Context: an optimization exercise on an open-source flow, tuned for small area. The choices shown serve that exercise and are no tape-out recipe.
Only simulation tests tie the RTL to the original design; equivalence was not proved.
In every run shown here, the design's own scripts or RTL, not TritonCTS, make the clock network.
The clock port is modelled as an ideal driver, which makes a skipped or thinned clock tree look cheaper than it is; a real chip needs a root buffer or a tree.
Power is estimated from default activity; no workload was simulated.

===== flow/config.mk =====
export PLATFORM = sky130hd
export DESIGN_NAME = op_code
export DESIGN_NICKNAME = op_code
export VERILOG_FILES = /design/flow/design.v
export SDC_FILE = /design/flow/constraint.sdc
export NUM_CORES = 8
export LEC_CHECK = 0
export CAP_MARGIN = 20
export CORE_MARGIN = 2
export CORE_UTILIZATION = 40
export CTS_BUF_LIST = sky130_fd_sc_hd__clkbuf_8
export CTS_CLUSTER_SIZE = 20
export SLEW_MARGIN = 20

===== flow/constraint.sdc =====
create_clock -name core_clock -period 320.0 [get_ports {clk}]
set_input_delay 64.0000 -clock core_clock [delete_from_list [all_inputs] [get_ports {clk}]]
set_output_delay 64.0000 -clock core_clock [all_outputs]
set_load 0.01 [all_outputs]

===== flow/design.v =====
`timescale 1ns / 1ps
module op_code(
    input clk, reset_p,
    input [3:0] key_value,
    input key_valid,
    output [63:0] result_bcd,
    output [15:0] led
);
    reg        kv_prev;
    reg        stage;       
    reg  [1:0] op;          
    reg        busy;
    reg  [6:0] t;
    reg [31:0] R1, R2;
    reg [63:0] D;
    reg [15:0] L;
    reg        c;           
    assign result_bcd = D;
    assign led = L;
    genvar g;
    wire ev = key_valid & ~kv_prev;
    wire [3:0] k = key_value;
    wire is_op  = (k[1:0] == 2'b11);
    wire is_clr = (k == 4'hc);
    wire is_eq  = (k == 4'he);
    wire is_dig = ~is_op & ~is_clr & ~is_eq;
    reg [2:0] p; reg q0, ci;
    always @(*) begin
        p = 3'd0; q0 = 1'b0; ci = 1'b0;
        case (k)
            4'h0: p = 3'd1;
            4'h1: p = 3'd2;
            4'h2: p = 3'd3;
            4'h4: p = 3'd4;
            4'h5: p = 3'd5;
            4'h6: p = 3'd6;
            4'h8: p = 3'd7;
            4'h9: begin p = 3'd7; q0 = 1'b1; end
            4'ha: begin p = 3'd7; q0 = 1'b1; ci = 1'b1; end
            default: ;
        endcase
    end
    wire ent        = ev & is_dig;
    wire start_move = ev & ~stage & is_op;
    wire start_calc = ev & stage & is_eq;
    wire uclr       = ev & (stage ? (is_clr | is_op) : (is_clr | is_eq));
    wire P0  = busy & ~t[6] & ~t[5];
    wire P1  = busy & ~t[6] &  t[5];
    wire P2  = busy &  t[6];
    wire t0  = (t[4:0] == 5'd0);
    wire t31 = (t[4:0] == 5'd31);
    wire opm  = busy & stage;          
    wire calc = busy & ~stage;         
    wire mul = calc & (op == 2'b10);
    wire div = calc & (op == 2'b11);
    wire as  = calc & ~op[1];
    wire sub = op[0];
    wire MOVE  = P0 & calc;
    wire MULT  = P1 & mul;
    wire DIV   = P1 & div;
    wire ADD   = P1 & as & t0;
    wire CONV  = P2 & ~(div & t[5]);
    wire CHAIN = opm | CONV;           
    wire        x0 = ent ? q0 : ((DIV | ADD) & R1[31]);
    wire [31:0] X = {R2[30:0], x0};
    wire        m = ~ent & (~MULT | R1[31]);
    wire [31:0] Y = ({32{ent}} & {R2[28:0], p}) | ({32{m}} & D[31:0]);
    wire        cin = ent ? ci : (DIV | (ADD & sub));
    wire [32:0] cc;
    wire [31:0] S;
    assign cc[0] = cin;
    generate for (g = 0; g < 32; g = g + 1) begin : fa
        assign S[g] = X[g] ^ Y[g] ^ cc[g];
        assign cc[g+1] = (X[g] & Y[g]) | (cc[g] & (X[g] ^ Y[g]));
    end endgenerate
    wire cout = cc[32];
    wire q = R2[31] | cout;            
    wire s = div ? R1[31] : R1[21];
    wire [64:1] Dn;
    generate for (g = 0; g < 16; g = g + 1) begin : dd
        wire [3:0] a = D[4*g +: 4];
        wire ge5 = (g < 8 ? CONV : 1'b1) & (a[3] | (a[2] & (a[1] | a[0])));
        assign Dn[4*g+4] = ge5 | a[3];
        assign Dn[4*g+3] = ge5 ? (a[3] & a[0]) : a[2];
        assign Dn[4*g+2] = ge5 ? ((a[1] & a[0]) | (a[3] & ~a[0])) : a[1];
        assign Dn[4*g+1] = a[0] ^ ge5;
    end endgenerate
    wire d0 = CONV ? s : (R2[31] ^ (div | sub));
    wire r1in = DIV ? (q & c) : (MOVE | ADD) ? sub : R2[31];
    wire [22:0] ic;
    assign ic[0] = (MULT | ADD) & cout;
    generate for (g = 0; g < 22; g = g + 1) begin : inc
        assign ic[g+1] = ic[g] & (g == 0 ? r1in : R1[g-1]);
    end endgenerate
    wire [31:0] R1sh = {R1[30:21], {R1[20:0], r1in} ^ ic[21:0]};
    wire Dlo_sh  = MOVE | CONV;
    wire Dclr    = P1 & t31;
    wire Dlo_hold = ~Dlo_sh & ~Dclr;
    wire Dhi_hold = ~CONV & ~Dclr;
    wire R1_sh   = CHAIN | MULT | DIV | ADD | (MOVE & as & ~t0);
    wire R2_S    = ~reset_p & (ent | MULT | ADD | (DIV & q));
    wire R2_sh   = ~reset_p & (CHAIN | MOVE | (DIV & ~q));
    wire R2_hold = ~reset_p & ~uclr & ~R2_S & ~R2_sh;
    wire r2in    = ((MOVE & as) | DIV) & R1[31];
    always @(posedge clk or posedge reset_p) begin
        if (reset_p) begin
            stage <= 1'b0;
            busy <= 1'b0;
            D <= 64'd0;
            L <= 16'd0;
        end else begin
            if (start_move) begin
                stage <= 1'b1;
                busy <= 1'b1;
            end else if (start_calc) begin
                stage <= 1'b0;
                busy <= 1'b1;
            end else if ((opm & t31) | (calc & t == 7'd117)) busy <= 1'b0;
            D[31:0]  <= ({32{Dlo_sh}} & {Dn[31:1], d0}) | ({32{Dlo_hold}} & D[31:0]);
            D[63:32] <= ({32{CONV}} & Dn[63:32]) | ({32{Dhi_hold}} & D[63:32]);
            if (CONV) L <= {L[14:0], s};
        end
    end
    always @(posedge clk) begin
        kv_prev <= key_valid;
        if (start_move | start_calc) t <= 7'd0;
        else if (busy) t <= t + 7'd1;
        if (start_move) op <= k[3:2];
        if (MOVE) c <= (c & ~t0) | R2[31];
        R2 <= ({32{R2_S}} & S) | ({32{R2_sh}} & {R2[30:0], r2in}) | ({32{R2_hold}} & R2);
        if (R1_sh) R1 <= R1sh;
    end
endmodule

===== flow/flow/run.sh =====
#!/bin/bash
# Own layout flow: the standard ORFS flow (standard.sh) with these changes
#  - synthesis maps the logic with an area-oriented ABC script (flow/abc.script);
#    registers are mapped before ABC runs, so they are the standard synthesis's
#  - the clock tree is built by flow/cts_custom.tcl (a root buffer and a few leaf
#    buffers, each driving an equal share of the registers) instead of
#    clock_tree_synthesis; the rest of the CTS step (legalizing, repair) is ORFS's
#  - extra ORFS variables from flow/make_args (one NAME=value per line), e.g.
#    the port buffer cell
# Each tool's full output is in orfs/logs/...; make's own output is in flow.log.
set -euo pipefail
W=$PWD
rm -rf "$W/scripts_mod"
cp -r "$FLOW_HOME/scripts" "$W/scripts_mod"
cp "$W/flow/abc.script" "$W/scripts_mod/abc_speed.script"
grep -q '^log_cmd clock_tree_synthesis {\*}\$cts_args$' "$W/scripts_mod/cts.tcl"
sed -i "s#^log_cmd clock_tree_synthesis {\*}\$cts_args\$#source $W/flow/cts_custom.tcl#" "$W/scripts_mod/cts.tcl"
grep -q "cts_custom.tcl" "$W/scripts_mod/cts.tcl"
args=("SCRIPTS_DIR=$W/scripts_mod")
if [[ -f "$W/flow/make_args" ]]; then
  while IFS= read -r line; do
    [[ -n "$line" && "$line" != \#* ]] && args+=("$line")
  done < "$W/flow/make_args"
fi
bash "$W/standard.sh" "${args[@]}" finish > "$W/flow.log" 2>&1

===== flow/flow/abc.script =====
strash
dch -f
amap
topo

===== flow/flow/cts_custom.tcl =====
# Clock tree built here in place of clock_tree_synthesis: the clock port drives
# one root buffer, which drives LEAVES leaf buffers; the registers are split
# into LEAVES groups of equal size by recursive bisection of their placement,
# and each group is driven by a leaf buffer placed at the group's centre.
set cts_leaves 8
set cts_leaf_cell sky130_fd_sc_hd__clkbuf_8
set cts_root_cell sky130_fd_sc_hd__clkbuf_8

proc cts_bisect { pts n } {
  # split the list of {x y iterm} into n groups of (nearly) equal size
  if { $n <= 1 } { return [list $pts] }
  set xs [lsort -integer [lmap p $pts { lindex $p 0 }]]
  set ys [lsort -integer [lmap p $pts { lindex $p 1 }]]
  set dx [expr { [lindex $xs end] - [lindex $xs 0] }]
  set dy [expr { [lindex $ys end] - [lindex $ys 0] }]
  set idx [expr { $dx >= $dy ? 0 : 1 }]
  set sorted [lsort -integer -index $idx $pts]
  set n1 [expr { $n / 2 }]
  set k [expr { int(round([llength $sorted] * double($n1) / $n)) }]
  return [concat [cts_bisect [lrange $sorted 0 [expr { $k - 1 }]] $n1] \
                 [cts_bisect [lrange $sorted $k end] [expr { $n - $n1 }]]]
}

set cts_block [ord::get_db_block]
set cts_db [ord::get_db]
set cts_clk [$cts_block findNet clk]
set cts_pts {}
foreach it [$cts_clk getITerms] {
  set inst [$it getInst]
  set bb [$inst getBBox]
  lappend cts_pts [list [expr { ([$bb xMin] + [$bb xMax]) / 2 }] \
                        [expr { ([$bb yMin] + [$bb yMax]) / 2 }] $it]
}
puts "custom cts: [llength $cts_pts] sinks, $cts_leaves leaves"

set rootm [$cts_db findMaster $cts_root_cell]
set leafm [$cts_db findMaster $cts_leaf_cell]
set root_net [odb::dbNet_create $cts_block clknet_root]
$root_net setSigType CLOCK
set root [odb::dbInst_create $cts_block $rootm clkbuf_root]
[$root findITerm A] connect $cts_clk
[$root findITerm X] connect $root_net

set sx 0; set sy 0; set nl 0
set i 0
foreach grp [cts_bisect $cts_pts $cts_leaves] {
  set gx 0; set gy 0
  foreach p $grp { incr gx [lindex $p 0]; incr gy [lindex $p 1] }
  set gx [expr { $gx / [llength $grp] }]
  set gy [expr { $gy / [llength $grp] }]
  set net [odb::dbNet_create $cts_block clknet_leaf_$i]
  $net setSigType CLOCK
  set buf [odb::dbInst_create $cts_block $leafm clkbuf_leaf_$i]
  $buf setLocation [expr { $gx - [$leafm getWidth] / 2 }] [expr { $gy - [$leafm getHeight] / 2 }]
  $buf setPlacementStatus PLACED
  [$buf findITerm A] connect $root_net
  [$buf findITerm X] connect $net
  foreach p $grp {
    set it [lindex $p 2]
    $it disconnect
    $it connect $net
  }
  puts "custom cts: leaf $i at ($gx, $gy) drives [llength $grp] sinks"
  incr sx $gx; incr sy $gy; incr nl
  incr i
}
$root setLocation [expr { $sx / $nl - [$rootm getWidth] / 2 }] [expr { $sy / $nl - [$rootm getHeight] / 2 }]
$root setPlacementStatus PLACED
global_connect

===== flow/flow/make_args =====
BUFFER_PORTS_ARGS=-buffer_cell sky130_fd_sc_hd__buf_1
DONT_USE_CELLS=sky130_fd_sc_hd__probe_p_8 sky130_fd_sc_hd__probec_p_8 sky130_fd_sc_hd__lpflow_bleeder_1 sky130_fd_sc_hd__lpflow_clkbufkapwr_1 sky130_fd_sc_hd__lpflow_clkbufkapwr_16 sky130_fd_sc_hd__lpflow_clkbufkapwr_2 sky130_fd_sc_hd__lpflow_clkbufkapwr_4 sky130_fd_sc_hd__lpflow_clkbufkapwr_8 sky130_fd_sc_hd__lpflow_clkinvkapwr_1 sky130_fd_sc_hd__lpflow_clkinvkapwr_16 sky130_fd_sc_hd__lpflow_clkinvkapwr_2 sky130_fd_sc_hd__lpflow_clkinvkapwr_4 sky130_fd_sc_hd__lpflow_clkinvkapwr_8 sky130_fd_sc_hd__lpflow_decapkapwr_12 sky130_fd_sc_hd__lpflow_decapkapwr_3 sky130_fd_sc_hd__lpflow_decapkapwr_4 sky130_fd_sc_hd__lpflow_decapkapwr_6 sky130_fd_sc_hd__lpflow_decapkapwr_8 sky130_fd_sc_hd__lpflow_inputiso0n_1 sky130_fd_sc_hd__lpflow_inputiso0p_1 sky130_fd_sc_hd__lpflow_inputiso1n_1 sky130_fd_sc_hd__lpflow_inputiso1p_1 sky130_fd_sc_hd__lpflow_inputisolatch_1 sky130_fd_sc_hd__lpflow_isobufsrc_1 sky130_fd_sc_hd__lpflow_isobufsrc_16 sky130_fd_sc_hd__lpflow_isobufsrc_2 sky130_fd_sc_hd__lpflow_isobufsrc_4 sky130_fd_sc_hd__lpflow_isobufsrc_8 sky130_fd_sc_hd__lpflow_isobufsrckapwr_16 sky130_fd_sc_hd__lpflow_lsbuf_lh_hl_isowell_tap_1 sky130_fd_sc_hd__lpflow_lsbuf_lh_hl_isowell_tap_2 sky130_fd_sc_hd__lpflow_lsbuf_lh_hl_isowell_tap_4 sky130_fd_sc_hd__lpflow_lsbuf_lh_isowell_4 sky130_fd_sc_hd__lpflow_lsbuf_lh_isowell_tap_1 sky130_fd_sc_hd__lpflow_lsbuf_lh_isowell_tap_2 sky130_fd_sc_hd__lpflow_lsbuf_lh_isowell_tap_4 sky130_fd_sc_hd__fill_1 sky130_fd_sc_hd__fill_2 sky130_fd_sc_hd__fill_4 sky130_fd_sc_hd__fill_8  sky130_fd_sc_hd__buf_6 sky130_fd_sc_hd__buf_8 sky130_fd_sc_hd__buf_12 sky130_fd_sc_hd__buf_16 sky130_fd_sc_hd__bufinv_8 sky130_fd_sc_hd__bufinv_16 sky130_fd_sc_hd__inv_6 sky130_fd_sc_hd__inv_8 sky130_fd_sc_hd__inv_12 sky130_fd_sc_hd__inv_16 sky130_fd_sc_hd__clkinv_8 sky130_fd_sc_hd__clkinv_16 sky130_fd_sc_hd__clkinvlp_4

===== flow/standard.sh =====
#!/bin/bash
# synth_recipe.tcl (not shown) runs the flow's synth.tcl, then flattens the netlist and writes it again
# the make line also repeats each setting of config.mk as NAME=value (left out here)
make -C /OpenROAD-flow-scripts/flow DESIGN_CONFIG=/design/flow/config.mk WORK_HOME=/design/flow/orfs CLKGATE_MAP_FILE= SYNTH_SCRIPT=/design/flow/synth_recipe.tcl "${@:-finish}"

==> flow_metrics.tcl, run 1 <==
set metrics [dict create \
    cpMostUsedCell "fa_1" \
    rsz0062_at_grt "false" \
    initial_core_util 0.409 \
    clkTransAtPathRegs_ns 0.12 \
    portBuffers 86 \
    antennaDiodeCount 0 \
    avgViaCountPerCell 5.51 \
    seq_power_share 0.496 \
    critPathLaunch "key_value[2]" \
    overflow 0 \
    hold_class "flip-flop to flip-flop" \
    p_switching_w 0.0000260 \
    first_pass_iters 6 \
    combPwrFrac 0.372 \
    timing.final.crit_share 0.263 \
    synthesis.area_um2 7680 \
    period_needed_ns 84.29 \
    post_cts_resize_count 0 \
    avgSynthCellArea_um2 10.2 \
    gp_congestion 0.825 \
    ys_ff_latch 157 \
    p_per_area_nw_per_um2 7.42 \
    drive_gt1_frac 0.0221 \
    ant_nets 0 \
    nets 930 \
    finalSetupViolCount 0 \
    drt-initial-drc-count 486 \
    cpPeakStageDelay_ns 0.63 \
    cap_violations 0 \
    crit_slowest_cell "clkinv_1" \
    worst_pin_slew_ns 1.08 \
    final_cell_mix "135 x clkinv_1, 86 x buf_1, 84 x nor2_1" \
    drcViolationCount 0 \
    drv_slew 0 \
    postCtsHoldBufs 0 \
    slew_headroom 0.275 \
    netlist_instances 753 \
    hp-start "R1[23]" \
    synth_warnings 1 \
    num_vias 6031 \
    dpl.cell_count 1085 \
    syn2layout_area_growth_pct 11.3 \
    grt_max_degree 44 \
    clock_latency_ns 0.41 \
    die_x_um 143 \
    required_ns 320.18 \
    critPathCaptureType "flip-flop" \
    switching_share 0.410 \
    antenna_found_initial 0 \
    grt_use_total 0.169 \
    fp-row-count 50 \
    wl_per_cell_um 15.7 \
    synth_top_area_share 0.267 \
    post-cts-setup-buffers 0 \
    ys_types 32 \
    dp_hpwl_um 12000 \
    yosys.area.top_type "dfrtp_1" \
    fmax_ghz 0.0119 \
    io_pins 87 \
    synth_nets 821 \
    pwr-share-clk 0.132 \
    fin_cells 1094 \
    core_area_um2 18800 \
    grt_pass1_wl_um 28700 \
    grt_pass1_vias 5720 \
    cp-start-kind "input pin" \
    die_h_um 143 \
    dieArea_um2 20300 \
    internal_power_w 0.0000374 \
    routed_wl_um 17200 \
    status "finished clean" \
    final_common_cell "clkinv_1" \
    crit_fanout 19 \
    r2r_start "busy" \
    peakVddDrop_mv 0.00433 \
    crit_type "input pin to flip-flop" \
    setup_tns_ns 0 \
    synth.area.top_cells "dfrtp_1 27%, edfxtp_1 14%, dfxtp_1 10%, fa_1 8.3%, clkinv_1 6.6%" \
    critPathArrivalTime_ns 84.47 \
    worst_clock_skew_ns 0.0128 \
    hold_viol 0 \
    synth_seq_area_share 0.508 \
    leakagePower_nw 3.41 \
]
power groups by stage:
| stage | clock, W | combinational [W] | sequential (W) |
|---|---|---|---|
| floorplan | 0 | 0.0000145 | 0.0000318 |
| global placement | 0 | 0.0000236 | 0.0000319 |
| detailed placement | 0 | 0.0000238 | 0.0000319 |
| CTS | 0.00000588 | 0.0000239 | 0.0000320 |
| global route | 0.00000955 | 0.0000268 | 0.0000323 |
| finish | 0.00000836 | 0.0000236 | 0.0000314 |
state kept, by name (all words and copies together), names as in the netlist:
register / count
D: 64
stage: 1
kv_prev: 1
c: 1
t: 7
L: 16
busy: 1
R1: 32
op: 2
R2: 32
per-stage QoR:
stage          utilization  hold slack (ns)  setup WS [ns]  power (W)  cell area [um^2]
2_1_floorplan            -            0.400         235.70  0.0000463              7680
3_3_place_gp         0.449            0.404         235.48  0.0000555              8430
3_5_place_dp         0.450            0.408         235.20  0.0000557              8440
4_1_cts              0.456            0.408         235.17  0.0000617              8560
5_1_grt              0.455            0.445         234.59  0.0000687              8550
6_report             0.455            0.434         235.71  0.0000634              8550
routing by layer:
metal | GRT usage | routed length [um]
met4 | 0.0250 | 252
met3 | 0.0185 | 985
met1 | 0.250 | 8220
met5 | 0 | 0
met2 | 0.276 | 7720
path summary, 6_finish.rpt:
check	endpoint	cells after the start	slack [ns]
min reg2reg	R1[24]	0	0.43
max	R1[21]	66	235.71
max in group asynchronous	D[50]	3	254.75
min in group asynchronous	stage	2	63.82
max reg2reg	R1[21]	62	299.81
min	R1[24]	0	0.43
worst max-delay path, delay by kind of cell:
kind            cells  cell delay [ns]
compound gates      6             1.19
fa+ha+maj          53            17.55
simple gates        3             0.54
buf+inv             4             1.18
logic make-up after synthesis:
logic type | synth area share
AOI/OAI and AO/OA | 0.207
and+or+nand+nor | 0.0876
DFF | 0.508
buffers and inverters | 0.0664
adders and majority gates | 0.131
cell usage after synthesis (all sizes together):
master and n:
a2111oi 1, nor4 3, a21oi 36, a221oi 1, o22ai 10, dfxtp 40
a211oi 7, or3 1, o311ai 1, a311oi 1, nor2b 3, fa 32
o21ai 84, a22oi 4, or2 1, a31oi 2, a222oi 33, clkinv 136
o22a 14, nor2 85, o221ai 8, nand4 2, nor3 12, dfrtp 82
o41ai 1, a21o 2, nand2 47, o32ai 28, o21a 1, nand3 11
edfxtp 35, ha 29
final cells by class:
type | instances | area, um^2
timing repair buffer | 98 | 415
buffer | 9 | 124
fill | 1799 | 10200
multi-input combinational | 460 | 3300
sequential | 157 | 3900
inverter | 136 | 512
tap | 234 | 293
==> run 2, diff against run 1 <==
--- a/flow/flow/cts_custom.tcl
+++ b/flow/flow/cts_custom.tcl
@@ -2,7 +2,7 @@
 # one root buffer, which drives LEAVES leaf buffers; the registers are split
 # into LEAVES groups of equal size by recursive bisection of their placement,
 # and each group is driven by a leaf buffer placed at the group's centre.
-set cts_leaves 8
+set cts_leaves 9
 set cts_leaf_cell sky130_fd_sc_hd__clkbuf_8
 set cts_root_cell sky130_fd_sc_hd__clkbuf_8
 
==> run 2 against run 1 <==
  * Still clean on timing, DRC and antenna
  * Critical path depth unchanged
  * Global-route usage up 0.087 points
  * Die area is the same
  * Utilization rose by 0.073 points
  * Maximum frequency about the same
==> flow_metrics.tcl, run 2 <==
set metrics [dict create \
    status "finished clean" \
    busiest_layer "met2" \
    postCtsHoldBufs 0 \
    fillers 1800 \
    io_pins 87 \
    worst_clock_skew_ns 0.0137 \
    crit_type "input pin to flip-flop" \
    cpPeakStageDelay_ns 0.63 \
    peakVddDrop_mv 0.00436 \
    crit_fanout 19 \
    dieArea_um2 20300 \
    synth_top_area_share 0.267 \
    initial_core_util 0.409 \
    fmax_ghz 0.0119 \
    netlist_instances 753 \
    final_common_cell "clkinv_1" \
    crit_slowest_cell "clkinv_1" \
    reg2reg_depth 62 \
    yosys.area.top_type "dfrtp_1" \
    finalSetupViolCount 0 \
    avgViaCountPerCell 5.50 \
    die_h_um 143 \
    ys_types 32 \
    synth_nets 821 \
    p_per_area_nw_per_um2 7.47 \
    setup_tns_ns 0 \
    die_x_um 143 \
    finalInstanceArea_um2 8560 \
    grtUsageMet2 0.277 \
    grt_use_total 0.170 \
    num_vias 6022 \
    grt_use_met1 0.251 \
    grt.met3_usage 0.0195 \
    ys.flop_type "dfrtp_1" \
    drcViolationCount 0 \
    whs_path_depth 0 \
    fp-row-count 50 \
    drt-initial-drc-count 490 \
    dp_hpwl_um 12000 \
    largest_register_ffs 64 \
    hold_viol 0 \
    gp_congestion 0.825 \
    critPathCaptureType "flip-flop" \
    cp-start-kind "input pin" \
    core_area_um2 18800 \
    avgSynthCellArea_um2 10.2 \
    period_needed_ns 84.28 \
    clkTransAtPathRegs_ns 0.11 \
    crit_family "adder cells" \
    synth_seq_area_share 0.508 \
    path_buf_inv 4 \
    antennaDiodeCount 0 \
    r2r_start "busy" \
    cap_violations 0 \
    critPathArrivalTime_ns 84.47 \
    clock_latency_ns 0.44 \
    leakagePower_nw 3.41 \
    post-cts-setup-buffers 0 \
    synthTopCellsByCount "136 x clkinv_1, 85 x nor2_1, 84 x o21ai_0, 82 x dfrtp_1, 47 x nand2_1" \
    synth_warnings 1 \
    drv_slew 0 \
    wl_per_cell_um 15.8 \
    design_power_total_w 0.0000640 \
    synthesis.area_um2 7680 \
    crit_cells 66 \
    hold_class "flip-flop to flip-flop" \
    worst_pin_slew_ns 1.10 \
    drive_gt1_frac 0.0232 \
    ys_ff_latch 157 \
    cpMostUsedCell "fa_1" \
    worstSetupEndpoint "R1[21]" \
    required_ns 320.19 \
    synth_edf_count 35 \
    post_cts_resize_count 0 \
    ant_nets 0 \
    overflow 0 \
    synth.area.top_cells "dfrtp_1 27%, edfxtp_1 14%, dfxtp_1 10%, fa_1 8.3%, clkinv_1 6.6%" \
    grt_pass1_vias 5778 \
    fin_util 0.456 \
    first_pass_iters 6 \
    grt_pass1_wl_um 28900 \
    rsz0062_at_grt "false" \
    place_area_um2 8440 \
    routed_wl_um 17300 \
    synth.most_common_cell "clkinv_1" \
    nets 931 \
    r2r_slack_ns 299.81 \
    syn2layout_area_growth_pct 11.4 \
    timing.final.crit_share 0.263 \
    slew_headroom 0.266 \
    final_cell_mix "135 x clkinv_1, 86 x buf_1, 84 x nor2_1" \
    grt_max_degree 44 \
    worstReg2RegEnd "R1[21]" \
    top_regs "D: 64 flops, R1: 32 flops, R2: 32 flops" \
    critPathLaunch "key_value[2]" \
    portBuffers 86 \
    antenna_found_initial 0 \
    regMostFlops "D" \
    async_flop_share 0.522 \
    hp-start "R1[23]" \
]
run 2: cell counts after synthesis:
No cell type changed its count.
run 2: worst min-delay path by stage:
stage                  end  slack (ns)
floorplan           R1[23]        0.40
global placement    R1[24]        0.40
detailed placement  R1[24]        0.41
CTS                 R1[24]        0.41
global route        R1[25]        0.44
finish              R1[24]        0.43
run 2: cell families after synthesis:
family	count (synthesis)	share of synthesized area
flip-flops	157	0.508
buffers and inverters	136	0.0664
AO/OA/AOI/OAI	234	0.207
adder cells (fa/ha/maj)	61	0.131
AND/OR/NAND/NOR	165	0.0876
run 2: metal layers:
metal	wire, um	part of all wire	vias up
li1	-	-	2926
met1	8210	0.47	2908
met2	7740	0.45	168
met3	1070	0.062	20
met4	261	0.015	0
met5	0	0	-
run 2: final cells by class:
class	instances	area, um^2	area share
Buffer	10	138	0.0161
Inverter	136	512	0.0598
Multi-Input combinational cell	460	3300	0.386
Sequential cell	157	3900	0.456
Tap cell	234	293	0.0342
Timing Repair Buffer	98	415	0.0485
run 2: worst reg2reg max path, delay by kind of cell (launching register included):
family | cells | cell delay [ns]
adders and majority gates | 53 | 17.56
and+or+nand+nor | 5 | 1.23
AOI/OAI and AO/OA | 4 | 0.68
DFF | 1 | 0.51
run 2: stage by stage:
step	cells	worst slack (ns)	hold WS, ns
2_1_floorplan	753	235.70	0.400
3_3_place_gp	1084	235.48	0.404
3_5_place_dp	1085	235.20	0.408
4_1_cts	1095	235.17	0.408
5_1_grt	1095	234.66	0.444
6_report	1095	235.72	0.433
run 2: power by group:
part	switching [W]	total, W	internal [W]
sequential	0.00000394	0.0000314	0.0000275
combinational	0.0000163	0.0000236	0.00000737
clock	0.00000610	0.00000894	0.00000284
==> run 3, diff against run 2 <==
--- a/flow/flow/cts_custom.tcl
+++ b/flow/flow/cts_custom.tcl
@@ -2,7 +2,7 @@
 # one root buffer, which drives LEAVES leaf buffers; the registers are split
 # into LEAVES groups of equal size by recursive bisection of their placement,
 # and each group is driven by a leaf buffer placed at the group's centre.
-set cts_leaves 9
+set cts_leaves 8
 set cts_leaf_cell sky130_fd_sc_hd__clkbuf_8
 set cts_root_cell sky130_fd_sc_hd__clkbuf_8
 
--- a/flow/config.mk
+++ b/flow/config.mk
@@ -7,7 +7,7 @@
 export LEC_CHECK = 0
 export CAP_MARGIN = 20
 export CORE_MARGIN = 2
-export CORE_UTILIZATION = 40
+export CORE_UTILIZATION = 65
 export CTS_BUF_LIST = sky130_fd_sc_hd__clkbuf_8
 export CTS_CLUSTER_SIZE = 20
 export SLEW_MARGIN = 20
==> run 3 against run 2 <==
  * Clock power fell by 8.8%
  * Die area fell by 38%
  * Design area fell by 1.7%
  * Routed wire length fell by 0.95%
  * Utilization rose by 28 points
  * Sequential share of layout area rose by 0.80 points
  * Global-route usage rose by 9.7 points
  * Sequential cell count did not move
  * Clock skew rose by 0.0018 ns
  * Synthesized cell count did not move
  * Critical endpoint unchanged
  * Highest routed layer unchanged
==> flow_metrics.tcl, run 3 <==
set metrics [dict create \
    status "finished clean" \
    die_h_um 113 \
    drv_slew 0 \
    regMostFlops "D" \
    clock_latency_ns 0.42 \
    setup_tns_ns 0 \
    gp_congestion 0.926 \
    p_per_area_nw_per_um2 7.52 \
    portBuffers 86 \
    yosys.area_share.adder 0.131 \
    fmax_ghz 0.0118 \
    rsz0062_at_grt "false" \
    grt_pass1_wl_um 28400 \
    initial_core_util 0.670 \
    highest_layer "met4" \
    critPathArrivalTime_ns 84.69 \
    core_area_um2 11500 \
    synth_simple_gate_area_frac 0.0876 \
    final_common_cell "clkinv_1" \
    synth-xor-area-share 0 \
    drive_gt1_frac 0.0256 \
    worst_pin_slew_ns 1.16 \
    syn2layout_area_growth_pct 9.51 \
    seq_power_share 0.500 \
    synth_warnings 1 \
    synth_edf_count 35 \
    synthesis.area_um2 7680 \
    dr_wl_met3_um 1020 \
    routed_wl_um 17100 \
    drt-initial-drc-count 613 \
    ys_types 32 \
    switching_share 0.409 \
    place_area_um2 8310 \
    netlist_instances 753 \
    post-cts-setup-buffers 0 \
    period_needed_ns 84.51 \
    crit_slowest_cell "clkinv_1" \
    final_cell_mix "135 x clkinv_1, 86 x buf_1, 84 x nor2_1" \
    wl_met1_um 7260 \
    cpMostUsedCell "fa_1" \
    async_flop_share 0.522 \
    first_pass_iters 6 \
    crit_type "input pin to flip-flop" \
    whs_ns 0.438 \
    combPwrFrac 0.371 \
    synthTopCellsByCount "136 x clkinv_1, 85 x nor2_1, 84 x o21ai_0, 82 x dfrtp_1, 47 x nand2_1" \
    cpPeakStageDelay_ns 0.59 \
    synth.mux.area_fraction 0 \
    grt_pass1_vias 6059 \
    finalSetupViolCount 0 \
    ant_nets 0 \
    io_pins 87 \
    critPathCaptureType "flip-flop" \
    synth_seq_area_share 0.508 \
    leakagePower_nw 3.39 \
    wl_met2_um 8360 \
    fillers 872 \
    peakVddDrop_mv 0.00539 \
    dp_hpwl_um 12000 \
    drcViolationCount 0 \
    timing.final.crit_share 0.264 \
    postCtsHoldBufs 0 \
    grt_max_degree 43 \
    avgViaCountPerCell 6.20 \
    synth_compound_area_frac 0.207 \
    pwr-share-clk 0.129 \
    required_ns 320.18 \
    synth_top_family_by_area "compound AO/OA/AOI/OAI gates" \
    cp-start-kind "input pin" \
    post_cts_resize_count 0 \
    die_x_um 113 \
    overflow 0 \
    top_regs "D: 64 flops, R1: 32 flops, R2: 32 flops" \
    synth_nets 821 \
    synth.area.top_cells "dfrtp_1 27%, edfxtp_1 14%, dfxtp_1 10%, fa_1 8.3%, clkinv_1 6.6%" \
    num_vias 6205 \
    antenna_found_initial 0 \
    p_switching_w 0.0000259 \
    clkTransAtPathRegs_ns 0.11 \
    hold_class "flip-flop to flip-flop" \
    slew_headroom 0.226 \
    dieArea_um2 12700 \
    finalInstanceArea_um2 8410 \
    hold_viol 0 \
    wl_per_cell_um 17.1 \
    ys_ff_latch 157 \
    nets 928 \
    cap_violations 0 \
    ys.flop_type "dfrtp_1" \
    antennaDiodeCount 0 \
    synth.most_common_cell "clkinv_1" \
    fp-row-count 39 \
    largest_register_ffs 64 \
    internal_power_w 0.0000374 \
    worst_clock_skew_ns 0.0154 \
    grt_use_total 0.267 \
    synth_top_area_share 0.267 \
    yosys.area.top_type "dfrtp_1" \
    crit_fanout 19 \
    avgSynthCellArea_um2 10.2 \
]
==> run 3: cell counts after synthesis <==
Identical to the previous run, type by type.
==> run 3: final cells by class <==
class	instances	area [um^2]	share of cell area
inverters	136	512	0.0608
multi-input cells	460	3300	0.393
well taps	143	179	0.0213
repair buffers	96	393	0.0467
flip-flops and latches	157	3900	0.464
plain buffers	9	124	0.0147
==> run 3: worst max-delay path: cells and delay by family <==
| family | cells | cell delay, ns |
|---|---|---|
| buffers and inverters | 4 | 1.14 |
| AND/OR/NAND/NOR | 3 | 0.59 |
| AO/OA/AOI/OAI | 6 | 1.19 |
| adder cells (fa/ha/maj) | 53 | 17.75 |
==> run 3: cells by family (layout without fill, tap and decap cells) <==
group,after synthesis,after routing
flip-flops,157,157
AO/OA/AOI/OAI,234,234
AND/OR/NAND/NOR,165,165
buffers and inverters,136,241
adder cells (fa/ha/maj),61,61
==> run 3: per-stage QoR <==
step            util  std cells  power (W)  setup slack, ns
3_5_place_dp   0.725        992  0.0000554           235.00
3_3_place_gp   0.724        992  0.0000540           235.60
5_1_grt        0.734       1001  0.0000674           234.60
6_report       0.734       1001  0.0000633           235.50
4_1_cts        0.735       1001  0.0000615           234.99
2_1_floorplan      -        753  0.0000463           235.70
==> run 3: routing by layer <==
layer / GRT usage / up-vias
li1: - / 2920
met1: 0.369 / 3008
met4: 0.0577 / 0
met5: 0 / -
met2: 0.462 / 237
met3: 0.0311 / 40
==> run 3: path summary, 6_finish.rpt <==
kind	start	endpoint	slack, ns	depth (start not counted)
max	key_value[2]	R1[21]	235.50	66
min	R1[29]	R1[30]	0.44	0
max reg2reg	kv_prev	R1[21]	299.69	63
min reg2reg	R1[29]	R1[30]	0.44	0
max in group asynchronous	reset_p	D[58]	254.75	3
min in group asynchronous	reset_p	stage	63.78	2
==> run 3: power groups by stage <==
stage,sequential (W),clock (W),combinational [W]
global placement,0.0000317,0,0.0000223
finish,0.0000317,0.00000815,0.0000235
CTS,0.0000322,0.00000588,0.0000234
global route,0.0000324,0.00000892,0.0000261
floorplan,0.0000318,0,0.0000145
detailed placement,0.0000321,0,0.0000233
==> run 4, diff against run 3 <==
--- a/flow/flow/cts_custom.tcl
+++ b/flow/flow/cts_custom.tcl
@@ -2,7 +2,7 @@
 # one root buffer, which drives LEAVES leaf buffers; the registers are split
 # into LEAVES groups of equal size by recursive bisection of their placement,
 # and each group is driven by a leaf buffer placed at the group's centre.
-set cts_leaves 8
+set cts_leaves 10
 set cts_leaf_cell sky130_fd_sc_hd__clkbuf_8
 set cts_root_cell sky130_fd_sc_hd__clkbuf_8
 
==> run 4 against run 3 <==
  * Still clean on timing, DRC and antenna
  * Clock power increased by 9.4%
  * Synthesized cell count did not move
  * Maximum frequency is essentially flat
  * Routed wire length up 0.51%
  * Worst setup slack worse by 0.052 ns
  * Largest cell class unchanged
==> flow_metrics.tcl, run 4 <==
set metrics [dict create \
    critPathLaunch "key_value[2]" \
    hp-start "R1[29]" \
    fp-row-count 39 \
    status "finished clean" \
    grt_pass1_vias 6056 \
    dieArea_um2 12700 \
    initial_core_util 0.670 \
    timing.final.crit_share 0.264 \
    slew_headroom 0.273 \
    synth_edf_count 35 \
    synth_top_family_by_area "compound AO/OA/AOI/OAI gates" \
    synth_nets 821 \
    crit_fanout 19 \
    cpMostUsedCell "fa_1" \
    synthesis.area_um2 7680 \
    grt.met3_usage 0.0337 \
    routed_wl_um 17200 \
    drive_gt1_frac 0.0279 \
    fin_util 0.736 \
    setup_tns_ns 0 \
    grt_pass1_wl_um 28600 \
    hold_viol 0 \
    synth_warnings 1 \
    avgViaCountPerCell 6.23 \
    worstSetupEndpoint "R1[21]" \
    portBuffers 86 \
    postCtsHoldBufs 0 \
    worstReg2RegEnd "R1[21]" \
    required_ns 320.18 \
    worst_clock_skew_ns 0.0181 \
    grt_use_met1 0.372 \
    ys_ff_latch 157 \
    clkTransAtPathRegs_ns 0.09 \
    final_common_cell "clkinv_1" \
    grt_use_total 0.269 \
    synth.most_common_cell "clkinv_1" \
    nets 930 \
    top_regs "D: 64 flops, R1: 32 flops, R2: 32 flops" \
    synth_top_area_share 0.267 \
    r2r_start "busy" \
    overflow 0 \
    finalSetupViolCount 0 \
    post-cts-setup-buffers 0 \
    synthTopCellsByCount "136 x clkinv_1, 85 x nor2_1, 84 x o21ai_0, 82 x dfrtp_1, 47 x nand2_1" \
    drv_slew 0 \
    multi_input_area_um2 3300 \
    seqCellArea_um2 3900 \
    synth_seq_area_share 0.508 \
    peakVddDrop_mv 0.00707 \
    antenna_found_initial 0 \
    clock_latency_ns 0.42 \
    busiest_layer "met2" \
    antennaDiodeCount 0 \
    syn2layout_area_growth_pct 9.87 \
    num_vias 6250 \
    synth_compound_area_frac 0.207 \
    async_flop_share 0.522 \
    cpPeakStageDelay_ns 0.59 \
    ys_types 32 \
    synth-xor-area-share 0 \
    synth.area.top_cells "dfrtp_1 27%, edfxtp_1 14%, dfxtp_1 10%, fa_1 8.3%, clkinv_1 6.6%" \
    p_per_area_nw_per_um2 7.59 \
    hold_class "flip-flop to flip-flop" \
    fmax_ghz 0.0118 \
    gp_congestion 0.926 \
    critPathCaptureType "flip-flop" \
    fillers 861 \
    r2r_slack_ns 299.69 \
    die_h_um 113 \
    final_cell_mix "135 x clkinv_1, 86 x buf_1, 84 x nor2_1" \
    yosys.area.top_type "dfrtp_1" \
    avgSynthCellArea_um2 10.2 \
    post_cts_resize_count 0 \
    ant_nets 0 \
    drcViolationCount 0 \
    leakagePower_nw 3.40 \
    critPathArrivalTime_ns 84.73 \
    grtUsageMet2 0.468 \
    crit_type "input pin to flip-flop" \
    drt-initial-drc-count 692 \
    largest_register_ffs 64 \
    dp_hpwl_um 12000 \
    crit_slowest_cell "clkinv_1" \
    die_x_um 113 \
    synth.mux.area_fraction 0 \
    period_needed_ns 84.56 \
    worst_pin_slew_ns 1.09 \
    synth_simple_gate_area_frac 0.0876 \
    cap_violations 0 \
    io_pins 87 \
    wl_per_cell_um 17.1 \
    cp-start-kind "input pin" \
    rsz0062_at_grt "false" \
    core_area_um2 11500 \
    reg2reg_depth 62 \
    netlist_instances 753 \
    grt_max_degree 43 \
    first_pass_iters 6 \
    regMostFlops "D" \
    yosys.area_share.adder 0.131 \
    ys.flop_type "dfrtp_1" \
]
## run 4: worst max-delay path, delay by kind of cell
family	cells	cell delay (ns)
AO/OA/AOI/OAI	6	1.18
adder cells (fa/ha/maj)	53	17.78
buffers and inverters	4	1.16
AND/OR/NAND/NOR	3	0.60
## run 4: worst min-delay path by stage
stage / end / cells after the start
finish: R1[30] / 0
global route: R1[30] / 0
CTS: R1[30] / 0
detailed placement: R1[24] / 0
global placement: R1[23] / 0
floorplan: R1[23] / 0
## run 4: cell families (layout without fill, tap and decap cells)
logic type / count (synthesis) / count (layout)
compound gates: 234 / 234
fa+ha+maj: 61 / 61
buf+inv: 136 / 243
flops: 157 / 157
simple gates: 165 / 165
## run 4: per-stage QoR
step	area (um^2)	hold WS (ns)	power, W	worst slack, ns	cells
floorplan	7680	0.400	0.0000463	235.70	753
global placement	8310	0.407	0.0000540	235.60	992
detailed placement	8310	0.405	0.0000554	235.00	992
CTS	8460	0.406	0.0000621	234.98	1003
global route	8440	0.438	0.0000683	234.60	1003
finish	8440	0.428	0.0000641	235.44	1003
## run 4: routing by layer
layer	part of all wire	up-vias	routed length, um
li1	-	2931	-
met1	0.42	3043	7290
met2	0.49	247	8460
met3	0.066	29	1140
met4	0.018	0	317
met5	0	-	0
## run 4: layout make-up
class | count | area share
Sequential cell | 157 | 0.462
Buffer | 11 | 0.0179
Tap cell | 143 | 0.0212
Inverter | 136 | 0.0606
Multi-Input combinational cell | 460 | 0.391
Timing Repair Buffer | 96 | 0.0465
## run 4: power by group
part	switching (W)	internal, W	total, W
registers	0.00000418	0.0000275	0.0000317
clock network	0.00000582	0.00000310	0.00000892
logic	0.0000162	0.00000731	0.0000235
==> run 5, diff against run 4 <==
--- a/flow/flow/cts_custom.tcl
+++ b/flow/flow/cts_custom.tcl
@@ -2,8 +2,8 @@
 # one root buffer, which drives LEAVES leaf buffers; the registers are split
 # into LEAVES groups of equal size by recursive bisection of their placement,
 # and each group is driven by a leaf buffer placed at the group's centre.
-set cts_leaves 10
-set cts_leaf_cell sky130_fd_sc_hd__clkbuf_8
+set cts_leaves 5
+set cts_leaf_cell sky130_fd_sc_hd__clkbuf_16
 set cts_root_cell sky130_fd_sc_hd__clkbuf_8
 
 proc cts_bisect { pts n } {
==> run 5 against run 4 <==
  * Critical path depth unchanged
  * Highest routed layer unchanged
  * First-iteration DRC count down 3.2%
  * Power down 0.29%
  * Critical endpoint unchanged
  * Register-to-register slack worse by 0.05 ns
  * Maximum frequency about the same
  * Hold slack better by 0.0045 ns
  * Clock power down 2%
  * Cell count down 0.50%
  * Combinational power about the same
  * Synthesized area unchanged
  * Largest cell class unchanged
  * Sequential power about the same
==> flow_metrics.tcl, run 5 <==
set metrics [dict create \
    whs_path_depth 0 \
    ant_nets 0 \
    setup_slack_ns 235.38 \
    wl_per_cell_um 17.2 \
    hold_viol 0 \
    ys_ff_latch 157 \
    r2r_start "kv_prev" \
    overflow 0 \
    grt.met3_usage 0.0311 \
    antenna_found_initial 0 \
    drcViolationCount 0 \
    grt_pass1_vias 6021 \
    finalSetupViolCount 0 \
    drive_gt1_frac 0.0222 \
    required_ns 320.16 \
    rsz0062_at_grt "false" \
    synthTopCellsByCount "136 x clkinv_1, 85 x nor2_1, 84 x o21ai_0, 82 x dfrtp_1, 47 x nand2_1" \
    routed_wl_um 17200 \
    internal_power_w 0.0000379 \
    seq_power_share 0.496 \
    yosys.area.top_type "dfrtp_1" \
    cpPeakStageDelay_ns 0.61 \
    synth_seq_area_share 0.508 \
    syn2layout_area_growth_pct 9.71 \
    worstReg2RegEnd "R1[21]" \
    r2r_slack_ns 299.64 \
    core_area_um2 11500 \
    cpMostUsedCell "fa_1" \
    io_pins 87 \
    cap_violations 0 \
    portBuffers 86 \
    timing.final.crit_share 0.264 \
    fillers 864 \
    netlist_instances 753 \
    final_common_cell "clkinv_1" \
    hold_class "flip-flop to flip-flop" \
    critPathCaptureType "flip-flop" \
    regMostFlops "D" \
    post-cts-setup-buffers 0 \
    critPathArrivalTime_ns 84.79 \
    nets 925 \
    hp-start "R1[29]" \
    die_x_um 113 \
    p_per_area_nw_per_um2 7.58 \
    grt_max_degree 43 \
    peakVddDrop_mv 0.00682 \
    leakagePower_nw 3.39 \
    grtUsageMet2 0.468 \
    grt_pass1_wl_um 28500 \
    synthesis.area_um2 7680 \
    synth_warnings 1 \
    num_vias 6159 \
    die_h_um 113 \
    crit_slowest_cell "clkinv_1" \
    synth.most_common_cell "clkinv_1" \
    setup_tns_ns 0 \
    async_flop_share 0.522 \
    period_needed_ns 84.62 \
    antennaDiodeCount 0 \
    pwr-share-clk 0.137 \
    whs_endpoint "R1[30]" \
    avgViaCountPerCell 6.17 \
    post_cts_resize_count 0 \
    drv_slew 0 \
    postCtsHoldBufs 0 \
    fp-row-count 39 \
    initial_core_util 0.670 \
    combPwrFrac 0.367 \
    synth_nets 821 \
    ys.flop_type "dfrtp_1" \
    grt_use_total 0.269 \
    top_regs "D: 64 flops, R1: 32 flops, R2: 32 flops" \
    dieArea_um2 12700 \
    reg2reg_depth 63 \
    clkTransAtPathRegs_ns 0.11 \
    fmax_ghz 0.0118 \
    switching_share 0.406 \
    avgSynthCellArea_um2 10.2 \
    drt-initial-drc-count 670 \
    ys_types 32 \
    gp_congestion 0.926 \
    slew_headroom 0.254 \
    worst_pin_slew_ns 1.11 \
    fin_util 0.735 \
    status "finished clean" \
    synth_top_area_share 0.267 \
    p_switching_w 0.0000260 \
    synth.area.top_cells "dfrtp_1 27%, edfxtp_1 14%, dfxtp_1 10%, fa_1 8.3%, clkinv_1 6.6%" \
    largest_register_ffs 64 \
    final_cell_mix "135 x clkinv_1, 86 x buf_1, 84 x nor2_1" \
    worst_clock_skew_ns 0.0119 \
    first_pass_iters 6 \
    dp_hpwl_um 12000 \
    cp-start-kind "input pin" \
    synth_edf_count 35 \
    crit_type "input pin to flip-flop" \
    busiest_layer "met2" \
    crit_fanout 19 \
    grt_use_met1 0.373 \
    pre_cts_ws_ns 235.00 \
    clock_latency_ns 0.40 \
]
## run 5: cell type report
| class | instances | area [um^2] | share of cell area |
|---|---|---|---|
| buffer | 6 | 139 | 0.0165 |
| inverter | 136 | 512 | 0.0607 |
| tap | 143 | 179 | 0.0212 |
| timing repair buffer | 96 | 393 | 0.0466 |
| multi-input combinational | 460 | 3300 | 0.392 |
| sequential | 157 | 3900 | 0.463 |
## run 5: worst max-delay path by stage
stage            startpoint  endpoint  slack, ns  cells past startpoint
2_1_floorplan  key_value[3]     R2[0]     235.70                     45
3_3_place_gp   key_value[2]    R1[21]     235.60                     66
3_5_place_dp   key_value[2]    R1[21]     235.00                     66
4_1_cts        key_value[2]    R1[21]     234.96                     66
5_1_grt        key_value[2]    R1[21]     234.55                     66
6_report       key_value[2]    R1[21]     235.38                     66
## run 5: cells by family (layout without fill, tap and decap cells)
logic type               after synthesis  after routing  synth area share
AO/OA/AOI/OAI                        234            234             0.207
buffers and inverters                136            238            0.0664
adder cells (fa/ha/maj)               61             61             0.131
AND/OR/NAND/NOR                      165            165            0.0876
flip-flops                           157            157             0.508
## run 5: power by group through the flow
stage	Combinational, W	Clock (W)	Sequential [W]
2_1_floorplan	0.0000145	0	0.0000318
3_3_place_gp	0.0000223	0	0.0000317
3_5_place_dp	0.0000233	0	0.0000321
4_1_cts	0.0000234	0.00000649	0.0000321
5_1_grt	0.0000261	0.00000954	0.0000324
6_report	0.0000235	0.00000877	0.0000317
## run 5: critical path, delay by kind of cell
family	cells	cell delay (ns)
compound gates	6	1.22
fa+ha+maj	53	17.78
buf+inv	4	1.19
simple gates	3	0.59
## run 5: metal layers
| metal | share of wire | vias up |
|---|---|---|
| met3 | 0.063 | 30 |
| met4 | 0.020 | 0 |
| met1 | 0.42 | 2980 |
| met2 | 0.50 | 228 |
| li1 | - | 2921 |
| met5 | 0 | - |
## run 5: metrics by stage
stage               hold WS [ns]  cells   power, W  cell area [um^2]
global route               0.442    998  0.0000681              8430
CTS                        0.406    998  0.0000621              8450
floorplan                  0.400    753  0.0000463              7680
detailed placement         0.405    992  0.0000554              8310
finish                     0.433    998  0.0000639              8430
global placement           0.407    992  0.0000540              8310
==> run 6, diff against run 5 <==
==> flow/flow/abc.script (replaced) <==
strash
balance
rewrite -z
refactor -z
rewrite -z
resub -K 8 -z
rewrite -z
dch -f
amap -F 10 -C 3000
topo
--- a/flow/flow/cts_custom.tcl
+++ b/flow/flow/cts_custom.tcl
@@ -2,8 +2,8 @@
 # one root buffer, which drives LEAVES leaf buffers; the registers are split
 # into LEAVES groups of equal size by recursive bisection of their placement,
 # and each group is driven by a leaf buffer placed at the group's centre.
-set cts_leaves 5
-set cts_leaf_cell sky130_fd_sc_hd__clkbuf_16
+set cts_leaves 10
+set cts_leaf_cell sky130_fd_sc_hd__clkbuf_8
 set cts_root_cell sky130_fd_sc_hd__clkbuf_8
 
 proc cts_bisect { pts n } {
--- a/flow/config.mk
+++ b/flow/config.mk
@@ -8,6 +8,4 @@
 export CAP_MARGIN = 20
 export CORE_MARGIN = 2
 export CORE_UTILIZATION = 65
-export CTS_BUF_LIST = sky130_fd_sc_hd__clkbuf_8
-export CTS_CLUSTER_SIZE = 20
 export SLEW_MARGIN = 20
==> run 6 against run 5 <==
  * Still clean
  * Power down 6.3%
  * Clock skew up 0.0026 ns
  * Critical path depth down 3
  * Synthesized cell count down 2.9%
  * Critical path type unchanged
  * Largest power group unchanged
  * Highest routed layer unchanged
==> flow_metrics.tcl, run 6 <==
set metrics [dict create \
    die_h_um 112 \
    required_ns 320.18 \
    worst_pin_slew_ns 1.04 \
    num_vias 6142 \
    ant_nets 0 \
    drt-initial-drc-count 556 \
    regMostFlops "D" \
    synthesis.area_um2 7580 \
    clkTransAtPathRegs_ns 0.11 \
    nets 910 \
    hp-start "R1[28]" \
    portBuffers 86 \
    final_common_cell "clkinv_1" \
    crit_slowest_cell "clkinv_1" \
    avgSynthCellArea_um2 10.4 \
    crit_fanout 18 \
    p_per_area_nw_per_um2 7.17 \
    pwr-share-clk 0.149 \
    synth.most_common_cell "clkinv_1" \
    dieArea_um2 12500 \
    leakagePower_nw 3.37 \
    grt_use_total 0.262 \
    initial_core_util 0.664 \
    clock_latency_ns 0.42 \
    final_cell_mix "127 x clkinv_1, 86 x buf_1, 82 x dfrtp_1" \
    syn2layout_area_growth_pct 10.2 \
    synth_nets 799 \
    async_flop_share 0.522 \
    combPwrFrac 0.332 \
    antenna_found_initial 0 \
    timing.final.crit_share 0.262 \
    drv_slew 0 \
    finalSetupViolCount 0 \
    critPathLaunch "key_value[2]" \
    gp_congestion 0.926 \
    switching_share 0.387 \
    drcViolationCount 0 \
    synth_warnings 1 \
    slew_headroom 0.306 \
    r2r_start "busy" \
    postCtsHoldBufs 0 \
    internal_power_w 0.0000367 \
    drive_gt1_frac 0.0274 \
    p_switching_w 0.0000232 \
    avgViaCountPerCell 6.25 \
    critPathArrivalTime_ns 84.04 \
    largest_register_ffs 64 \
    synth.area.top_cells "dfrtp_1 27%, edfxtp_1 14%, dfxtp_1 11%, fa_1 8.5%, clkinv_1 6.3%" \
    finalInstanceArea_um2 8350 \
    status "finished clean" \
    synthTopCellsByCount "128 x clkinv_1, 82 x dfrtp_1, 78 x o21ai_0, 54 x nor2_1, 54 x o22ai_1" \
    netlist_instances 731 \
    cpPeakStageDelay_ns 0.51 \
    die_x_um 112 \
    io_pins 87 \
    rsz0062_at_grt "false" \
    antennaDiodeCount 0 \
    place_area_um2 8200 \
    setup_tns_ns 0 \
    fmax_ghz 0.0119 \
    ys.flop_type "dfrtp_1" \
    synth_seq_area_share 0.515 \
    cp-start-kind "input pin" \
    peakVddDrop_mv 0.00516 \
    routed_wl_um 16600 \
    grt_pass1_wl_um 27700 \
    crit_type "input pin to flip-flop" \
    period_needed_ns 83.86 \
    cap_violations 0 \
    grt_pass1_vias 5801 \
    critPathCaptureType "flip-flop" \
    post_cts_resize_count 0 \
    dp_hpwl_um 11600 \
    synth_top_area_share 0.271 \
    worst_clock_skew_ns 0.0145 \
    overflow 0 \
    fp-row-count 39 \
    post-cts-setup-buffers 0 \
    yosys.area.top_type "dfrtp_1" \
    cpMostUsedCell "fa_1" \
    core_area_um2 11400 \
    grt_max_degree 57 \
    hold_class "flip-flop to flip-flop" \
    ys_types 29 \
    wl_per_cell_um 16.9 \
    first_pass_iters 8 \
    hold_viol 0 \
    seq_power_share 0.519 \
    synth_edf_count 35 \
    ys_ff_latch 157 \
    top_regs "D: 64 flops, R1: 32 flops, R2: 32 flops" \
]
[run 6: logic make-up (layout without fill, tap and decap cells)]
logic type | Yosys count | in the layout | synth area share
compound gates | 258 | 258 | 0.220
fa+ha+maj | 61 | 61 | 0.132
simple gates | 127 | 127 | 0.0693
flops | 157 | 157 | 0.515
buf+inv | 128 | 237 | 0.0634
[run 6: power groups by stage]
stage | logic (W) | registers (W) | clock network [W]
floorplan | 0.0000119 | 0.0000316 | 0
global placement | 0.0000191 | 0.0000312 | 0
detailed placement | 0.0000200 | 0.0000314 | 0
CTS | 0.0000199 | 0.0000316 | 0.00000652
global route | 0.0000223 | 0.0000318 | 0.00000974
finish | 0.0000199 | 0.0000310 | 0.00000891
[run 6: worst max-delay path, delay by kind of cell]
| kind | cells | cell delay [ns] |
|---|---|---|
| and+or+nand+nor | 5 | 0.90 |
| AOI/OAI and AO/OA | 3 | 0.54 |
| adders and majority gates | 53 | 17.83 |
| buffers and inverters | 2 | 0.75 |
[run 6: path summary, 6_finish.rpt]
path | endpoint | cells past startpoint | slack (ns)
setup / recovery | R1[21] | 63 | 236.14
hold / removal | R1[29] | 0 | 0.43
setup reg to reg | R1[21] | 63 | 299.42
hold reg to reg | R1[29] | 0 | 0.43
max in group asynchronous | L[15] | 3 | 255.05
min in group asynchronous | D[12] | 2 | 63.86
[run 6: per-stage QoR]
step | hold WS (ns) | instances | total power (W) | util | setup WS [ns]
2_1_floorplan | 0.400 | 731 | 0.0000435 | - | 236.99
3_3_place_gp | 0.413 | 971 | 0.0000503 | 0.718 | 236.27
3_5_place_dp | 0.406 | 971 | 0.0000514 | 0.718 | 235.80
4_1_cts | 0.417 | 982 | 0.0000580 | 0.732 | 235.63
5_1_grt | 0.440 | 983 | 0.0000639 | 0.731 | 235.32
6_report | 0.431 | 983 | 0.0000599 | 0.731 | 236.14
[run 6: final cells by class]
class | instances | area [um^2]
inverter | 128 | 483
sequential | 157 | 3900
timing repair buffer | 98 | 413
tap | 143 | 179
buffer | 11 | 151
fill | 842 | 3070
multi-input combinational | 446 | 3220
[run 6: per-layer routing]
| layer | vias up | global-route usage | routed length (um) |
|---|---|---|---|
| met4 | 0 | 0.0569 | 340 |
| li1 | 2905 | - | - |
| met5 | - | 0 | 0 |
| met3 | 28 | 0.0256 | 1010 |
| met2 | 235 | 0.429 | 7810 |
| met1 | 2974 | 0.386 | 7450 |
==> run 7, diff against run 6 <==
--- a/flow/config.mk
+++ b/flow/config.mk
@@ -7,5 +7,5 @@
 export LEC_CHECK = 0
 export CAP_MARGIN = 20
 export CORE_MARGIN = 2
-export CORE_UTILIZATION = 65
+export CORE_UTILIZATION = 75
 export SLEW_MARGIN = 20
==> run 7 against run 6 <==
  * Routed wire length rose by 7.4%
  * Maximum frequency about the same
  * Critical path depth did not move
  * Clock skew about the same
  * Cell count shrank 1.0%
  * Synthesized area is the same
  * Critical path type unchanged
  * Highest routed layer unchanged
==> flow_metrics.tcl, run 7 <==
set metrics [dict create \
    status "finished clean" \
    antenna_found_initial 0 \
    synth.area.top_cells "dfrtp_1 27%, edfxtp_1 14%, dfxtp_1 11%, fa_1 8.5%, clkinv_1 6.3%" \
    initial_core_util 0.776 \
    leakagePower_nw 3.38 \
    p_per_area_nw_per_um2 7.25 \
    netlist_instances 731 \
    worst_pin_slew_ns 1.11 \
    dpl.cell_count 961 \
    drv_slew 0 \
    post-cts-setup-buffers 0 \
    hold_class "flip-flop to flip-flop" \
    synth.most_common_cell "clkinv_1" \
    fin_cells 973 \
    largest_register_ffs 64 \
    top_regs "D: 64 flops, R1: 32 flops, R2: 32 flops" \
    synth_top_area_share 0.271 \
    drt-initial-drc-count 778 \
    grt_pass1_vias 6209 \
    final_cell_mix "127 x clkinv_1, 86 x buf_1, 82 x dfrtp_1" \
    cp-start-kind "input pin" \
    grt_use_total 0.325 \
    die_h_um 105 \
    num_vias 6458 \
    synth_seq_area_share 0.515 \
    synth_edf_count 35 \
    worstReg2RegEnd "R1[21]" \
    portBuffers 86 \
    r2r_start "busy" \
    cpPeakStageDelay_ns 0.53 \
    dp_hpwl_um 12700 \
    finalInstanceArea_um2 8350 \
    antennaDiodeCount 0 \
    pre_cts_ws_ns 235.85 \
    crit_type "input pin to flip-flop" \
    fp-row-count 36 \
    crit_fanout 17 \
    peakVddDrop_mv 0.00626 \
    r2r_slack_ns 299.38 \
    required_ns 320.18 \
    core_area_um2 9770 \
    postCtsHoldBufs 0 \
    post_cts_resize_count 0 \
    async_flop_share 0.522 \
    dieArea_um2 10900 \
    nets 910 \
    critPathCaptureType "flip-flop" \
    period_needed_ns 83.94 \
    rsz0062_at_grt "false" \
    routed_wl_um 17800 \
    setup_slack_ns 236.06 \
    synth_warnings 1 \
    slew_headroom 0.258 \
    setup_tns_ns 0 \
    wl_per_cell_um 18.3 \
    fmax_ghz 0.0119 \
    drcViolationCount 0 \
    drive_gt1_frac 0.0274 \
    syn2layout_area_growth_pct 10.2 \
    timing.final.crit_share 0.262 \
    finalSetupViolCount 0 \
    cap_violations 0 \
    ys_types 29 \
    synthTopCellsByCount "128 x clkinv_1, 82 x dfrtp_1, 78 x o21ai_0, 54 x nor2_1, 54 x o22ai_1" \
    clkTransAtPathRegs_ns 0.10 \
    hold_viol 0 \
    ys_ff_latch 157 \
    yosys.area.top_type "dfrtp_1" \
    crit_slowest_cell "clkinv_1" \
    critPathArrivalTime_ns 84.12 \
    first_pass_iters 8 \
    clock_latency_ns 0.42 \
    ys.flop_type "dfrtp_1" \
    grt_max_degree 58 \
    regMostFlops "D" \
    whs_endpoint "R1[31]" \
    overflow 0 \
    avgViaCountPerCell 6.64 \
    place_area_um2 8190 \
    cpMostUsedCell "fa_1" \
    grt_pass1_wl_um 29400 \
    final_common_cell "clkinv_1" \
    reg2reg_depth 63 \
    worst_clock_skew_ns 0.0143 \
    synthesis.area_um2 7580 \
    gp_congestion 0.914 \
    avgSynthCellArea_um2 10.4 \
    io_pins 87 \
    die_x_um 105 \
    whs_path_depth 0 \
    hp-start "R1[30]" \
    ant_nets 0 \
    synth_nets 799 \
]
==> run 7: cell counts after synthesis <==
Identical to the previous run, type by type.
==> run 7: how the worst max path moves through the flow <==
stage,depth (start not counted),startpoint,end
finish,63,key_value[2],R1[21]
global placement,63,key_value[3],R1[21]
global route,63,key_value[2],R1[21]
floorplan,62,key_value[1],R1[21]
CTS,63,key_value[2],R1[21]
detailed placement,63,key_value[2],R1[21]
==> run 7: metal layers <==
layer  up-vias  GRT usage  routed length (um)
li1       2901          -                   -
met1      3068      0.446                6910
met2       424      0.538                8760
met3        65     0.0455                1580
met4         0      0.116                 586
met5         -          0                   0
==> run 7: area by class of cell <==
| cell class | instances | area (um^2) |
|---|---|---|
| Buffer | 11 | 151 |
| Fill cell | 534 | 1420 |
| Inverter | 128 | 482 |
| Multi-Input combinational cell | 446 | 3220 |
| Sequential cell | 157 | 3900 |
| Tap cell | 133 | 166 |
| Timing Repair Buffer | 98 | 430 |
==> run 7: metrics by stage <==
stage / hold slack, ns / utilization / power (W)
floorplan: 0.400 / - / 0.0000435
global route: 0.434 / 0.855 / 0.0000641
detailed placement: 0.406 / 0.838 / 0.0000517
global placement: 0.407 / 0.836 / 0.0000499
CTS: 0.408 / 0.853 / 0.0000584
finish: 0.436 / 0.855 / 0.0000606
==> run 7: power by group <==
group            total, W  internal, W  switching (W)
combinational   0.0000205   0.00000650      0.0000140
clock          0.00000883   0.00000310     0.00000573
sequential      0.0000313    0.0000271     0.00000416
==> run 7: worst max-delay path, delay by kind of cell <==
family | cells | cell delay, ns
fa+ha+maj | 53 | 17.86
compound gates | 3 | 0.61
buf+inv | 2 | 0.78
simple gates | 5 | 0.88
==> run 7: logic make-up (layout without fill, tap and decap cells) <==
logic type | count (synthesis) | count (layout) | synth area share
AOI/OAI and AO/OA | 258 | 258 | 0.220
DFF | 157 | 157 | 0.515
buffers and inverters | 128 | 237 | 0.0634
and+or+nand+nor | 127 | 127 | 0.0693
adders and majority gates | 61 | 61 | 0.132
==> run 8, diff against run 7 <==
==> flow/flow/abc.script (replaced) <==
strash
dch -f
amap
topo
--- a/flow/config.mk
+++ b/flow/config.mk
@@ -7,5 +7,5 @@
 export LEC_CHECK = 0
 export CAP_MARGIN = 20
 export CORE_MARGIN = 2
-export CORE_UTILIZATION = 75
+export CORE_UTILIZATION = 65
 export SLEW_MARGIN = 20
==> run 8 against run 7 <==
  * Still clean on timing, DRC and antenna
  * Synthesized area rose by 1.4%
  * Clock power is 1% higher
  * Global-route usage fell by 5.6 points
  * Register-to-register slack improved by 0.31 ns
  * Sequential power up 1%
  * Clock skew rose by 0.0037 ns
  * Via count shrank 3.2%
  * Routed wire length down 3.6%
  * Die area up 16%
  * Design area up 1.0%
  * Synthesized cell count grew 3.0%
  * Cell count rose by 3.1%
  * Critical path type unchanged
==> flow_metrics.tcl, run 8 <==
set metrics [dict create \
    whs_endpoint "R1[30]" \
    overflow 0 \
    first_pass_iters 6 \
    drive_gt1_frac 0.0279 \
    seqCellArea_um2 3900 \
    r2r_slack_ns 299.69 \
    worst_pin_slew_ns 1.09 \
    synth_top_area_share 0.267 \
    fmax_ghz 0.0118 \
    num_vias 6250 \
    post_cts_resize_count 0 \
    peakVddDrop_mv 0.00707 \
    whs_path_depth 0 \
    gp_congestion 0.926 \
    synthesis.area_um2 7680 \
    io_pins 87 \
    synth_top_family_by_area "compound AO/OA/AOI/OAI gates" \
    synth_seq_area_share 0.508 \
    synth.area.top_cells "dfrtp_1 27%, edfxtp_1 14%, dfxtp_1 10%, fa_1 8.3%, clkinv_1 6.6%" \
    cpMostUsedCell "fa_1" \
    crit_fanout 19 \
    fp-row-count 39 \
    ys_types 32 \
    routed_wl_um 17200 \
    initial_core_util 0.670 \
    cap_violations 0 \
    critPathArrivalTime_ns 84.73 \
    fillers 861 \
    synth_edf_count 35 \
    netlist_instances 753 \
    worst_clock_skew_ns 0.0181 \
    multi_input_area_um2 3300 \
    r2r_start "busy" \
    required_ns 320.18 \
    ys_ff_latch 157 \
    grt_pass1_vias 6056 \
    syn2layout_area_growth_pct 9.87 \
    post-cts-setup-buffers 0 \
    grt_max_degree 43 \
    hp-start "R1[29]" \
    synth_warnings 1 \
    ys.flop_type "dfrtp_1" \
    top_regs "D: 64 flops, R1: 32 flops, R2: 32 flops" \
    ant_nets 0 \
    wl_per_cell_um 17.1 \
    drt-initial-drc-count 692 \
    avgViaCountPerCell 6.23 \
    finalSetupViolCount 0 \
    finalInstanceArea_um2 8440 \
    timing.final.crit_share 0.264 \
    setup_tns_ns 0 \
    dieArea_um2 12700 \
    postCtsHoldBufs 0 \
    drcViolationCount 0 \
    antenna_found_initial 0 \
    regMostFlops "D" \
    p_per_area_nw_per_um2 7.59 \
    final_cell_mix "135 x clkinv_1, 86 x buf_1, 84 x nor2_1" \
    grt_use_total 0.269 \
    die_x_um 113 \
    reg2reg_depth 62 \
    synthTopCellsByCount "136 x clkinv_1, 85 x nor2_1, 84 x o21ai_0, 82 x dfrtp_1, 47 x nand2_1" \
    rsz0062_at_grt "false" \
    place_area_um2 8310 \
    die_h_um 113 \
    async_flop_share 0.522 \
    hold_viol 0 \
    portBuffers 86 \
    dp_hpwl_um 12000 \
    synth.most_common_cell "clkinv_1" \
    synth_compound_area_frac 0.207 \
    yosys.area.top_type "dfrtp_1" \
    synth_simple_gate_area_frac 0.0876 \
    drv_slew 0 \
    clock_latency_ns 0.42 \
    synth.mux.area_fraction 0 \
    cpPeakStageDelay_ns 0.59 \
    antennaDiodeCount 0 \
    status "finished clean" \
    clkTransAtPathRegs_ns 0.09 \
    largest_register_ffs 64 \
    final_common_cell "clkinv_1" \
    cp-start-kind "input pin" \
    period_needed_ns 84.56 \
    yosys.area_share.adder 0.131 \
    slew_headroom 0.273 \
    leakagePower_nw 3.40 \
    synth-xor-area-share 0 \
    hold_class "flip-flop to flip-flop" \
    synth_nets 821 \
    critPathCaptureType "flip-flop" \
    grt_pass1_wl_um 28600 \
    worstReg2RegEnd "R1[21]" \
    core_area_um2 11500 \
    crit_type "input pin to flip-flop" \
    avgSynthCellArea_um2 10.2 \
    crit_slowest_cell "clkinv_1" \
    nets 930 \
]
==> run 8: cell count changes in the layout (fill, tap and decap cells not counted), moves of 4 or more <==
| cell | previous run | this run |
|---|---|---|
| o21ai_0 | 76 | 83 |
| a22oi_1 | 0 | 4 |
| a32o_1 | 8 | 0 |
| a211oi_1 | 0 | 6 |
| a21oi_1 | 50 | 36 |
| clkinv_1 | 127 | 135 |
| a31oi_1 | 8 | 1 |
| nand3_1 | 5 | 11 |
| o22ai_1 | 54 | 10 |
| nor2_1 | 53 | 84 |
| o32ai_1 | 1 | 28 |
==> run 8: how the worst max path moves through the flow <==
| stage | from | to | slack (ns) | depth (start not counted) |
|---|---|---|---|---|
| final | key_value[2] | R1[21] | 235.44 | 66 |
| after global routing | key_value[2] | R1[21] | 234.60 | 66 |
| after CTS | key_value[2] | R1[21] | 234.98 | 66 |
| after detailed placement | key_value[2] | R1[21] | 235.00 | 66 |
| after global placement | key_value[2] | R1[21] | 235.60 | 66 |
| after floorplan | key_value[3] | R2[0] | 235.70 | 45 |
==> run 8: metal layers <==
metal  wire, um  share of wire  GRT usage  up-vias
met5          0              0          0        -
met4        317          0.018     0.0496        0
met3       1140          0.066     0.0337       29
met2       8460           0.49      0.468      247
met1       7290           0.42      0.372     3043
li1           -              -          -     2931
==> run 8: cell families (layout without fill, tap and decap cells) <==
family / count (synthesis) / after routing
AO/OA/AOI/OAI: 234 / 234
adder cells (fa/ha/maj): 61 / 61
flip-flops: 157 / 157
AND/OR/NAND/NOR: 165 / 165
buffers and inverters: 136 / 243
==> run 8: per-stage QoR <==
step	setup slack (ns)	std cells	power (W)	hold slack, ns	util
after floorplan	235.70	753	0.0000463	0.400	-
after global placement	235.60	992	0.0000540	0.407	0.724
after detailed placement	235.00	992	0.0000554	0.405	0.725
after CTS	234.98	1003	0.0000621	0.406	0.738
after global routing	234.60	1003	0.0000683	0.438	0.736
final	235.44	1003	0.0000641	0.428	0.736
==> run 8: worst max-delay path, delay by kind of cell <==
kind	cells	cell delay, ns
AOI/OAI and AO/OA	6	1.18
and+or+nand+nor	3	0.60
adders and majority gates	53	17.78
buffers and inverters	4	1.16
==> run 8: cell type report <==
type / instances / share of cell area
buffer: 11 / 0.0179
timing repair buffer: 96 / 0.0465
inverter: 136 / 0.0606
sequential: 157 / 0.462
multi-input combinational: 460 / 0.391
tap: 143 / 0.0212
==> run 8: report_power, final <==
group	total, W	internal, W	switching (W)
clock network	0.00000892	0.00000310	0.00000582
logic	0.0000235	0.00000731	0.0000162
registers	0.0000317	0.0000275	0.00000418

Re-timed with assumed drivers on the ports (clkbuf_16 on the clock, buf_2 on other inputs), run 8 has 235.454 ns of setup slack against 235.443 ns with ideal ports, and 235.008 ns once port delays also move by the mid clock arrival of 0.446 ns.
